Context: an optimization exercise on an open-source flow, tuned for small area. The choices shown serve that exercise and are no tape-out recipe.
Where RTL was checked, it was by simulation tests only, not by an equivalence proof against the original.
Power and IR drop assume default switching activity.

## lagoon
Design rgb2ycbcr, start of the top module:
module rgb2ycbcr
(
    input clk,
    input rst_n,
    input [7:0] R,
    input [7:0] G,
    input [7:0] B,
    output [7:0] Y,
    output [7:0] Cb,
    output [7:0] Cr
);
reg [7:0] R_ff, G_ff, B_ff;
reg [7:0] Y1_ff;
reg [8:0] D_ff, E_ff;
reg [23:0] s2, s3;
reg [2:0] ph;
wire y1;
an2 u_y1 (.a(G_ff[0]), .b(B_ff[0]), .y(y1));
wire y2, y3;
fa u_y2 (.a(R_ff[0]), .b(G_ff[1]), .c(B_ff[1]), .y(y2), .z(y3));
wire y4;
an2 u_y4 (.a(y1), .b(y2), .y(y4));
wire y5, y6;
fa u_y5 (.a(R_ff[1]), .b(G_ff[2]), .c(B_ff[2]), .y(y5), .z(y6));
wire y7;
mj3 u_y7 (.a(y3), .b(y5), .c(y4), .y(y7));
wire y8, y9;
fa u_y8 (.a(R_ff[2]), .b(G_ff[3]), .c(B_ff[0]), .y(y8), .z(y9));
wire y10, y11;
fa u_y10 (.a(B_ff[3]), .b(y6), .c(y8), .y(y10), .z(y11));
wire y12;
an2 u_y12 (.a(y7), .b(y10), .y(y12));
wire y13, y14;
fa u_y13 (.a(R_ff[3]), .b(G_ff[4]), .c(B_ff[0]), .y(y13), .z(y14));
wire y15, y16;
fa u_y15 (.a(B_ff[1]), .b(B_ff[4]), .c(y9), .y(y15), .z(y16));
wire y17, y18;
fa u_y17 (.a(y13), .b(y11), .c(y15), .y(y17), .z(y18));
wire y19;
an2 u_y19 (.a(y12), .b(y17), .y(y19));
wire y20, y21;
fa u_y20 (.a(R_ff[4]), .b(G_ff[5]), .c(B_ff[1]), .y(y20), .z(y21));
wire y22, y23;
fa u_y22 (.a(B_ff[2]), .b(B_ff[5]), .c(y14), .y(y22), .z(y23));
wire y24, y25;
fa u_y24 (.a(y20), .b(y16), .c(y22), .y(y24), .z(y25));
wire y26;
mj3 u_y26 (.a(y18), .b(y24), .c(y19), .y(y26));
wire y27, y28;
  ...
clock: 5.0 ns
lec_check: 0
cap_margin: 20
core_margin: 2
core_utilization: 60
cts_buf_list: sky130_fd_sc_hd__clkbuf_8
gpl_timing_driven: 0
place_density: 0.7
slew_margin: 20
synth_hierarchical: 1
standard.sh (not shown) runs the stock make flow with config.mk's settings and CLKGATE_MAP_FILE= SYNTH_SCRIPT=/design/flow/synth_recipe.tcl, a recipe that flattens the netlist after the stock synthesis.
==> flow/flow/run.sh <==
#!/bin/bash
# Layout: the standard ORFS flow (standard.sh, unchanged synthesis and
# steps), except that the input and output port buffers use the smallest
# buffer cell, sky130_fd_sc_hd__buf_1. The make output goes to orfs_make.log;
# each ORFS step keeps its own log under orfs/logs/.
set -euo pipefail
bash standard.sh "BUFFER_PORTS_ARGS=-buffer_cell sky130_fd_sc_hd__buf_1" finish > orfs_make.log 2>&1
Both conditions hold for lagoon: the flow ran to the end and the final layout passed the timing, DRC and antenna checks.
Relative to lagoon, the following input files were edited for indigo:
- GPL_TIMING_DRIVEN: 0 -> unset
==> flow/flow/run.sh <==
#!/bin/bash
# Layout: the standard ORFS flow (standard.sh, unchanged synthesis and
# steps), except that the input and output port buffers use the smallest
# buffer cell, sky130_fd_sc_hd__buf_1, and clock tree synthesis inserts no
# dummy loads. The make output goes to orfs_make.log; each ORFS step keeps its
# own log under orfs/logs/.
set -euo pipefail
bash standard.sh "BUFFER_PORTS_ARGS=-buffer_cell sky130_fd_sc_hd__buf_1" \
  "CTS_ARGS=-sink_clustering_enable -repair_clock_nets -buf_list sky130_fd_sc_hd__clkbuf_8 -dont_use_dummy_load" \
  finish > orfs_make.log 2>&1
## What came out
indigo reached the final stage; the timing, DRC and antenna checks on its layout passed.
lagoon completed every stage of the flow, and the final layout passed the timing, DRC and antenna checks.
indigo reports a lower clock power than lagoon does.
indigo -> lagoon: area of all placed cells without fillers flat
Re synthesized area: no difference whatsoever between lagoon and indigo.
Function was not checked in any run of this note: the RTL went through the layout flow alone.

* * *

== job 101 ==
rgb2ycbcr again, from the RTL that the note above started with.
clock: 5.0 ns
lec_check: 0
cap_margin: 0
core_margin: 2
core_utilization: 60
cts_buf_list: sky130_fd_sc_hd__clkbuf_8
gpl_timing_driven: 0
place_density: 0.7
slew_margin: 0
synth_hierarchical: 1
==> flow/flow/run.sh <==
#!/bin/bash
# Layout: the standard ORFS flow (standard.sh, unchanged synthesis and
# steps), except that the input and output port buffers use the smallest
# buffer cell, sky130_fd_sc_hd__buf_1, and clock tree synthesis inserts no
# dummy loads. The make output goes to orfs_make.log; each ORFS step keeps its
# own log under orfs/logs/.
set -euo pipefail
bash standard.sh "BUFFER_PORTS_ARGS=-buffer_cell sky130_fd_sc_hd__buf_1" \
  "CTS_ARGS=-sink_clustering_enable -repair_clock_nets -buf_list sky130_fd_sc_hd__clkbuf_8 -dont_use_dummy_load" \
  finish > orfs_make.log 2>&1
Job 101 ran to completion and came out clean on the timing, DRC and antenna checks.
Setup changes, job 101 to job 102
# job 101
export LEC_CHECK = 0
export CAP_MARGIN = 0
export CORE_MARGIN = 2
export CORE_UTILIZATION = 60
export CTS_BUF_LIST = sky130_fd_sc_hd__clkbuf_8
export GPL_TIMING_DRIVEN = 0
export PLACE_DENSITY = 0.7
export SLEW_MARGIN = 0
export SYNTH_HIERARCHICAL = 1
create_clock -name core_clock -period 5.0 [get_ports {clk}]
# job 102
export LEC_CHECK = 0
export CAP_MARGIN = 20
export CORE_MARGIN = 2
export CORE_UTILIZATION = 60
export CTS_BUF_LIST = sky130_fd_sc_hd__clkbuf_8
export GPL_TIMING_DRIVEN = 0
export PLACE_DENSITY = 0.7
export SLEW_MARGIN = 20
export SYNTH_HIERARCHICAL = 1
create_clock -name core_clock -period 5.0 [get_ports {clk}]
Findings:
Job 102: full flow OK, the timing, DRC and antenna checks passed
Worst-case clock buffer depth essentially unchanged between job 102 and job 101.
Job 101 -> job 102: design area delta 0, exact match
Job 102 -> job 101: count of unresolved DRC violations after routing delta 0, exact match
From job 101 to job 102, final critical-path share of the clock period did not move at all.
Job 101 -> job 102: average routed wire per standard cell delta 0, exact match
From job 102 to job 101, area enclosed by the die boundary did not move at all.
Function was not checked in any run of this note: the RTL went through the layout flow alone.

* * *

Setup of run 1:
Another version of the RTL of rgb2ycbcr (not shown whole).
For scale: roughly 300 cells after synthesis, about 100 flip-flops, roughly 50 I/O pins.
Settings: LEC_CHECK=0, CAP_MARGIN=20, CORE_MARGIN=2, CORE_UTILIZATION=70, CTS_BUF_LIST=sky130_fd_sc_hd__clkbuf_8, GPL_TIMING_DRIVEN=0, PLACE_DENSITY=0.8, SLEW_MARGIN=20, SYNTH_HIERARCHICAL=1; clock period 5.0 ns.
run.sh (not shown) runs the stock make flow with config.mk's settings and CLKGATE_MAP_FILE= SYNTH_SCRIPT=/design/flow/synth_recipe.tcl, a recipe that flattens the netlist after the stock synthesis.
Stock flow here: none of the scripts above is used.
Although it ran to completion, run 1 produced a layout that fails the final checks because of setup timing.
Here is what was changed in the inputs of run 2 compared with run 1.
Settings: CORE_UTILIZATION: 70 -> 80; PLACE_DENSITY: 0.8 -> 0.85.
==> flow/flow/run.sh (new file) <==
#!/bin/bash
# Layout: the standard ORFS flow (standard.sh, unchanged synthesis and
# steps), except that the input and output port buffers use the smallest
# buffer cell, sky130_fd_sc_hd__buf_1, clock tree synthesis inserts no dummy
# loads, and global routing downsizes gates off the critical paths
# (RECOVER_POWER). The make output goes to orfs_make.log; each ORFS step keeps
# its own log under orfs/logs/.
set -euo pipefail
bash standard.sh "BUFFER_PORTS_ARGS=-buffer_cell sky130_fd_sc_hd__buf_1" \
  "CTS_ARGS=-sink_clustering_enable -repair_clock_nets -buf_list sky130_fd_sc_hd__clkbuf_8 -dont_use_dummy_load" \
  "RECOVER_POWER=100" \
  finish > orfs_make.log 2>&1
==> flow/standard.sh (new file) <==
#!/bin/bash
# synth_recipe.tcl (not shown) runs the flow's synth.tcl, then flattens the netlist and writes it again
# the make line also repeats each setting of config.mk as NAME=value (left out here)
make -C /OpenROAD-flow-scripts/flow DESIGN_CONFIG=/design/flow/config.mk WORK_HOME=/design/flow/orfs CLKGATE_MAP_FILE= SYNTH_SCRIPT=/design/flow/synth_recipe.tcl "${@:-finish}"
removed: flow/run.sh
Results
- Run 2 never completed, since it errored out during clock tree synthesis.
- STATUS run=run 1 STAGES=ALL_DONE FINAL_CHECKS=FAILED CAUSE=setup timing
- Changes observed in run 2 relative to run 1: deepest level of the CTS H-tree shows no meaningful change; width of the die shows a reduction of 5.2 µm; synthesized area shows no meaningful change.
- The higher detailed-placement wirelength estimate of run 1 and run 2 is in run 2.
- Max number of placement rows across run 1 and run 2: run 1
- Share of synthesized area occupied by flip-flops and latches of run 2 is on par with run 1.
- Reported for run 1 and run 2, synthesized cell count turned out identical to the last digit.
- In run 2 the initial core utilization turned out 11 points higher than in run 1.
- Comparing run 1 against run 2, there is no change at all in clock sink total.
- Run 2 against run 1: weighted congestion at the end of routability-driven global placement decreased by 0.44% relative to the old numbers, number of distinct library cells after synthesis closely matched the old numbers.
#### Input delta (run 3 over run 2)
Settings: PLACE_DENSITY changed from 0.85 to 0.82; CORE_UTILIZATION changed from 80 to 75.
Notes after the runs:
Run 3: done, clean on timing, DRC and antenna
Run 3 vs. run 2: placed standard-cell area about even; adder-cell share of the synthesized area closely matched the old numbers; post-CTS setup buffer count now sits higher; complex-gate fraction of the synthesized area has remained practically unchanged; hold-fix buffer count after cts did not really move.
Horizontal die dimension (run 3 over run 2): increase, 3.1%

* * *

rgb2ycbcr, a different RTL version from the one above (not shown whole).
Size in the first run: ~50 I/O pins, about 0.0046 mm² of cells after synthesis.
==> flow/config.mk <==
export PLATFORM = sky130hd
export DESIGN_NAME = rgb2ycbcr
export DESIGN_NICKNAME = rgb2ycbcr
export VERILOG_FILES = /design/flow/design.v
export SDC_FILE = /design/flow/constraint.sdc
export NUM_CORES = 4
export LEC_CHECK = 0
export CAP_MARGIN = 20
export CORE_MARGIN = 2
export CORE_UTILIZATION = 60
export CTS_BUF_LIST = sky130_fd_sc_hd__clkbuf_8
export PLACE_DENSITY = 0.7
export SLEW_MARGIN = 20
export SYNTH_HIERARCHICAL = 1
==> flow/constraint.sdc <==
create_clock -name core_clock -period 5.0 [get_ports {clk}]
set_input_delay 1.0000 -clock core_clock [delete_from_list [all_inputs] [get_ports {clk}]]
set_output_delay 1.0000 -clock core_clock [all_outputs]
set_load 0.01 [all_outputs]
Stock flow here: none of the scripts above is used.
==> next run, changes <==
==> flow/flow/run.sh (new file) <==
#!/bin/bash
# Layout: the standard ORFS flow (standard.sh, unchanged synthesis and
# steps), except that the input and output port buffers use the smallest
# buffer cell, sky130_fd_sc_hd__buf_1. The make output goes to orfs_make.log;
# each ORFS step keeps its own log under orfs/logs/.
set -euo pipefail
bash standard.sh "BUFFER_PORTS_ARGS=-buffer_cell sky130_fd_sc_hd__buf_1" finish > orfs_make.log 2>&1
==> flow/standard.sh (new file) <==
#!/bin/bash
# synth_recipe.tcl (not shown) runs the flow's synth.tcl, then flattens the netlist and writes it again
# the make line also repeats each setting of config.mk as NAME=value (left out here)
make -C /OpenROAD-flow-scripts/flow DESIGN_CONFIG=/design/flow/config.mk WORK_HOME=/design/flow/orfs CLKGATE_MAP_FILE= SYNTH_SCRIPT=/design/flow/synth_recipe.tcl "${@:-finish}"
removed: flow/run.sh
Outcome: Cell area went down by 5.6%. Die area does not change. Cell count stays flat.

* * *

red:
rgb2ycbcr, a different RTL version from the one above (not shown whole).
Size in the first run: about 300 cells after synthesis, roughly 100 flip-flops, roughly 50 I/O pins, ~0.0046 mm^2 of cells after synthesis.
// rgb2ycbcr
module rgb2ycbcr
(
    input clk,
    input rst_n,
    input [7:0] R,
    input [7:0] G,
    input [7:0] B,
    output [7:0] Y,
    output [7:0] Cb,
    output [7:0] Cr
);
export LEC_CHECK = 0
export CAP_MARGIN = 20
export CORE_MARGIN = 2
export CORE_UTILIZATION = 60
export CTS_BUF_LIST = sky130_fd_sc_hd__clkbuf_8
export GPL_TIMING_DRIVEN = 0
export PLACE_DENSITY = 0.7
export SLEW_MARGIN = 20
export SYNTH_HIERARCHICAL = 1
create_clock -name core_clock -period 5.0 [get_ports {clk}]
standard.sh (not shown) runs the stock make flow with config.mk's settings and CLKGATE_MAP_FILE= SYNTH_SCRIPT=/design/flow/synth_recipe.tcl, a recipe that flattens the netlist after the stock synthesis.
==> flow/flow/run.sh <==
#!/bin/bash
# Layout: the standard ORFS flow (standard.sh, unchanged synthesis and
# steps), except that the input and output port buffers use the smallest
# buffer cell, sky130_fd_sc_hd__buf_1, clock tree synthesis inserts no dummy
# loads, and global routing downsizes gates off the critical paths
# (RECOVER_POWER). The make output goes to orfs_make.log; each ORFS step keeps
# its own log under orfs/logs/.
set -euo pipefail
bash standard.sh "BUFFER_PORTS_ARGS=-buffer_cell sky130_fd_sc_hd__buf_1" \
  "CTS_ARGS=-sink_clustering_enable -repair_clock_nets -buf_list sky130_fd_sc_hd__clkbuf_8 -dont_use_dummy_load" \
  "RECOVER_POWER=100" \
  finish > orfs_make.log 2>&1
red: all stages complete, timing, DRC and antenna checks passed
For blue, these inputs were changed with respect to red:
==> flow/flow/run.sh <==
#!/bin/bash
# Layout: the standard ORFS flow (standard.sh, unchanged synthesis and
# steps), except that the input and output port buffers use the smallest
# buffer cell, sky130_fd_sc_hd__buf_1, and clock tree synthesis inserts no
# dummy loads. The make output goes to orfs_make.log; each ORFS step keeps its
# own log under orfs/logs/.
set -euo pipefail
bash standard.sh "BUFFER_PORTS_ARGS=-buffer_cell sky130_fd_sc_hd__buf_1" \
  "CTS_ARGS=-sink_clustering_enable -repair_clock_nets -buf_list sky130_fd_sc_hd__clkbuf_8 -dont_use_dummy_load" \
  finish > orfs_make.log 2>&1
### Flow results
- Compared red against blue; non-clock buffer area fraction after layout within noise.
- On setup slack of the worst register-to-register path, red and blue are neck and neck.
- Going from red to blue, switching power saw little to no change, power drawn by the clock network was more or less identical.
- Compared with red, blue shows area overhead of the layout relative to synthesis higher by 0.16 points.
- The worst hold slack was comparable across red and blue.
- As of blue, overall power of the completed layout had risen slightly compared to red.

* * *

the previous run:
rgb2ycbcr with an RTL version that a note above also has.
For scale: roughly 300 cells after synthesis, roughly 100 flip-flops.
clock: 5.0 ns
lec_check: 0
cap_margin: 20
core_margin: 2
core_utilization: 60
cts_buf_list: sky130_fd_sc_hd__clkbuf_8
gpl_timing_driven: 0
place_density: 0.7
slew_margin: 20
synth_hierarchical: 1
==> flow/flow/run.sh <==
#!/bin/bash
# Layout: the standard ORFS flow (standard.sh, unchanged synthesis and
# steps), except that the input and output port buffers use the smallest
# buffer cell, sky130_fd_sc_hd__buf_1, clock tree synthesis inserts no dummy
# loads, and global routing downsizes gates off the critical paths
# (RECOVER_POWER). The make output goes to orfs_make.log; each ORFS step keeps
# its own log under orfs/logs/.
set -euo pipefail
bash standard.sh "BUFFER_PORTS_ARGS=-buffer_cell sky130_fd_sc_hd__buf_1" \
  "CTS_ARGS=-sink_clustering_enable -repair_clock_nets -buf_list sky130_fd_sc_hd__clkbuf_8 -dont_use_dummy_load" \
  "RECOVER_POWER=100" \
  finish > orfs_make.log 2>&1
#### Input delta (the current run over the previous run)
# the previous run
export LEC_CHECK = 0
export CAP_MARGIN = 20
export CORE_MARGIN = 2
export CORE_UTILIZATION = 60
export CTS_BUF_LIST = sky130_fd_sc_hd__clkbuf_8
export GPL_TIMING_DRIVEN = 0
export PLACE_DENSITY = 0.7
export SLEW_MARGIN = 20
export SYNTH_HIERARCHICAL = 1
create_clock -name core_clock -period 5.0 [get_ports {clk}]
# the current run
export LEC_CHECK = 0
export CAP_MARGIN = 20
export CORE_MARGIN = 2
export CORE_UTILIZATION = 70
export CTS_BUF_LIST = sky130_fd_sc_hd__clkbuf_8
export GPL_TIMING_DRIVEN = 0
export PLACE_DENSITY = 0.8
export SLEW_MARGIN = 20
export SYNTH_HIERARCHICAL = 1
create_clock -name core_clock -period 5.0 [get_ports {clk}]
==> comparison <==
Compared with the previous run, the current run shows a lower fraction of layout cells with a size suffix above 1.
Against the previous run, the final cell area of the current run is lower.
The clock group share of total power of the current run exceeds that of the previous run by 0.6 points.

-- static timing again, ports no longer ideal --
The results above use ideal ports. As a check the final layouts listed here were re-extracted and re-timed, cells and wires unchanged.
Step 1 (the two cells are an assumption about what drives the block):
set clk [get_ports {clk}]
set_driving_cell -lib_cell sky130_fd_sc_hd__clkbuf_16 $clk
set_driving_cell -lib_cell sky130_fd_sc_hd__buf_2 [delete_from_list [all_inputs] $clk]
Step 2, shift: input delay + t, output delay - t, t = (earliest + latest rising clock arrival at the registers) / 2. This alone moves slack from input paths to output paths.
Three values: ideal, step 1, step 2; two values: the first two.
run | t, ns | slack for setup (ns) | worst setup path after step 2 | worst register clock-pin slew, ns | worst slew at a driven data input, ns
lagoon | 0.400 | 0.120 / 0.120 / 0.120 | register to register | 0.10 / 0.10 | 0.03
indigo | 0.380 | 0.108 / 0.108 / 0.108 | register to register | 0.10 / 0.10 | 0.03
job 101 | 0.379 | 0.140 / 0.140 / 0.140 | register to register | 0.10 / 0.10 | 0.03
job 102 | 0.379 | 0.140 / 0.140 / 0.140 | register to register | 0.10 / 0.10 | 0.03
run 1 | 0.391 | -0.017 / -0.017 / -0.017 | register to register | 0.09 / 0.09 | 0.04
run 3 | 0.362 | 0.064 / 0.064 / 0.064 | register to register | 0.09 / 0.09 | 0.04
the first run of note 4 | 0.387 | 0.130 / 0.130 / 0.130 | register to register | 0.10 / 0.10 | 0.04
the second run of note 4 | 0.399 | 0.094 / 0.094 / 0.094 | register to register | 0.10 / 0.10 | 0.04
red | 0.384 | 0.086 / 0.086 / 0.086 | register to register | 0.10 / 0.10 | 0.03
blue | 0.390 | 0.085 / 0.085 / 0.085 | register to register | 0.10 / 0.10 | 0.03
the previous run | 0.369 | 0.106 / 0.106 / 0.106 | register to register | 0.09 / 0.09 | 0.03
the current run | 0.375 | 0.053 / 0.053 / 0.053 | register to register | 0.10 / 0.10 | 0.04
